Background: an optimization exercise with open tools, aiming at small area. Do not read the settings as production practice. Only simulation tests tie the RTL to the original design; equivalence was not proved. No driver is modelled on the clock port, so clocking that relies on it looks cheaper here than on a real chip. Power figures rest on the tool's default switching activity, not on a simulated workload.

== 07-10 ==
## multiple
module multiple (
    input CLOCK_50,        
    input rst,             
    input UART_RXD,        
    output UART_TXD,       
    input SWITCH_1,        
    output [7:0] lcd_data, 
    output lcd_rs,         
    output lcd_rw,         
    output lcd_en          
);
Settings: LEC_CHECK=0, CAP_MARGIN=20, CORE_MARGIN=2, CORE_UTILIZATION=65, CTS_BUF_LIST=sky130_fd_sc_hd__clkbuf_4, SLEW_MARGIN=20; clock period 10.0 ns.
standard.sh (not shown) runs the stock make flow with config.mk's settings and CLKGATE_MAP_FILE= SYNTH_SCRIPT=/design/flow/synth_recipe.tcl, a recipe that flattens the netlist after the stock synthesis.
==> flow/flow/run.sh <==
#!/bin/bash
# Standard ORFS flow (the standard.sh) with these layout options changed:
#  - port buffers use sky130_fd_sc_hd__buf_1;
#  - the clock tree uses clkbuf_4 and no dummy loads; after CTS, leaf
#    buffers whose sinks would see too slow a clock edge become clkbuf_8
#    (flow/resize_clk.tcl, run as ORFS's POST_CTS_TCL hook).
# Each tool's output goes to ORFS's own logs; make's output to flow.log.
HERE=$(pwd)
bash standard.sh \
  "BUFFER_PORTS_ARGS=-buffer_cell sky130_fd_sc_hd__buf_1" \
  "CTS_ARGS=-sink_clustering_enable -repair_clock_nets -dont_use_dummy_load -buf_list sky130_fd_sc_hd__clkbuf_4" \
  "POST_CTS_TCL=$HERE/flow/resize_clk.tcl" \
  finish > flow.log 2>&1
==> flow/flow/resize_clk.tcl <==
# Upsize clock-tree buffers whose flip-flop sinks see a slew above the threshold.
set_propagated_clock [all_clocks]
estimate_parasitics -placement
set changed 0
foreach inst [get_cells *] {
  set m [get_property $inst ref_name]
  if {$m == "sky130_fd_sc_hd__clkbuf_4"} {
    set out [get_pins -of_objects $inst -filter "direction==output"]
    set net [get_nets -of_objects $out]
    set w 0
    foreach p [get_pins -of_objects $net -filter "direction==input"] {
      set s [get_property $p slew_max]
      if {$s > $w} { set w $s }
    }
    if {$w > 0.112} {
      replace_cell $inst sky130_fd_sc_hd__clkbuf_8
      incr changed
      puts "resize_clk: [get_property $inst name] worst sink slew $w -> clkbuf_8"
    }
  }
}
puts "resize_clk: upsized $changed clock buffers"
if {$changed > 0} {
  detailed_placement
  check_placement -verbose
  estimate_parasitics -placement
}
The inputs of 11-25 differ from those of 07-10 as listed below.
# 07-10
export LEC_CHECK = 0
export CAP_MARGIN = 20
export CORE_MARGIN = 2
export CORE_UTILIZATION = 65
export CTS_BUF_LIST = sky130_fd_sc_hd__clkbuf_4
export SLEW_MARGIN = 20
create_clock -name core_clock -period 10.0 [get_ports {CLOCK_50}]
# 11-25
export LEC_CHECK = 0
export CAP_MARGIN = 0
export CORE_MARGIN = 2
export CORE_UTILIZATION = 65
export CTS_BUF_LIST = sky130_fd_sc_hd__clkbuf_8
export SLEW_MARGIN = 0
create_clock -name core_clock -period 10.0 [get_ports {CLOCK_50}]
==> flow/run.sh (new file) <==
#!/bin/bash
# synth_recipe.tcl (not shown) runs the flow's synth.tcl, then flattens the netlist and writes it again
# the make line also repeats each setting of config.mk as NAME=value (left out here)
make -C /OpenROAD-flow-scripts/flow DESIGN_CONFIG=/design/flow/config.mk WORK_HOME=/design/flow/orfs CLKGATE_MAP_FILE= SYNTH_SCRIPT=/design/flow/synth_recipe.tcl finish
removed: flow/flow/run.sh
removed: flow/flow/resize_clk.tcl
removed: flow/standard.sh
[summary]
For 07-10, the critical-path cell with the highest stage delay was or3_1, unlike 11-25, where it was clkdlybuf4s50_1. Against 07-10, fmax in 11-25 fell by a little under 10%. Weighted congestion at the end of routability-driven global placement, 07-10 and 11-25: lower on 07-10. Higher clock network power share was reported by 11-25, not 07-10. Looking at setup slack on the worst flop-to-flop path, 11-25 sits 290 ps below 07-10. Compared to 07-10, 11-25 shows a narrower setup margin. Summary of the comparison: share of the cycle needed by the critical path after routing is higher in 11-25, relative to 07-10. The run showing the greater routed wire length is 11-25. Across both runs, total power consumption of the routed design was higher for 11-25 than for 07-10. In the final design statistics, 11-25 uses more standard cells in total than 07-10. [compare] base=07-10 new=11-25: wire length of the first global-routing pass now larger; area overhead of the layout relative to synthesis now larger.

[afterwards: timing with drivers on the ports]
No port has a modelled driver above. Below, the same layouts with a new extraction and two added sets of constraints.
Step 1 (the two cells are an assumption about what drives the block):
set clk [get_ports {CLOCK_50}]
set_driving_cell -lib_cell sky130_fd_sc_hd__clkbuf_16 $clk
set_driving_cell -lib_cell sky130_fd_sc_hd__buf_2 [delete_from_list [all_inputs] $clk]
Step 2 adds t to the input delays and takes it off the output delays; t is the mean of the earliest and latest rising clock arrival at the registers after step 1. Input paths then give back, and output paths get back, about the clock's delay inside the block.
Slacks: ideal / step 1 / step 2; pairs: ideal / step 1.
| run | t, ns | slack for setup (ns) | worst register clock-pin slew, ns |
|---|---|---|---|
| 07-10 | 0.470 | 6.074 / 6.041 / 6.510 | 0.11 / 0.11 |
| 11-25 | 0.480 | 5.694 / 5.661 / 6.141 | 0.09 / 0.09 |
After both steps every run listed still meets setup and hold.
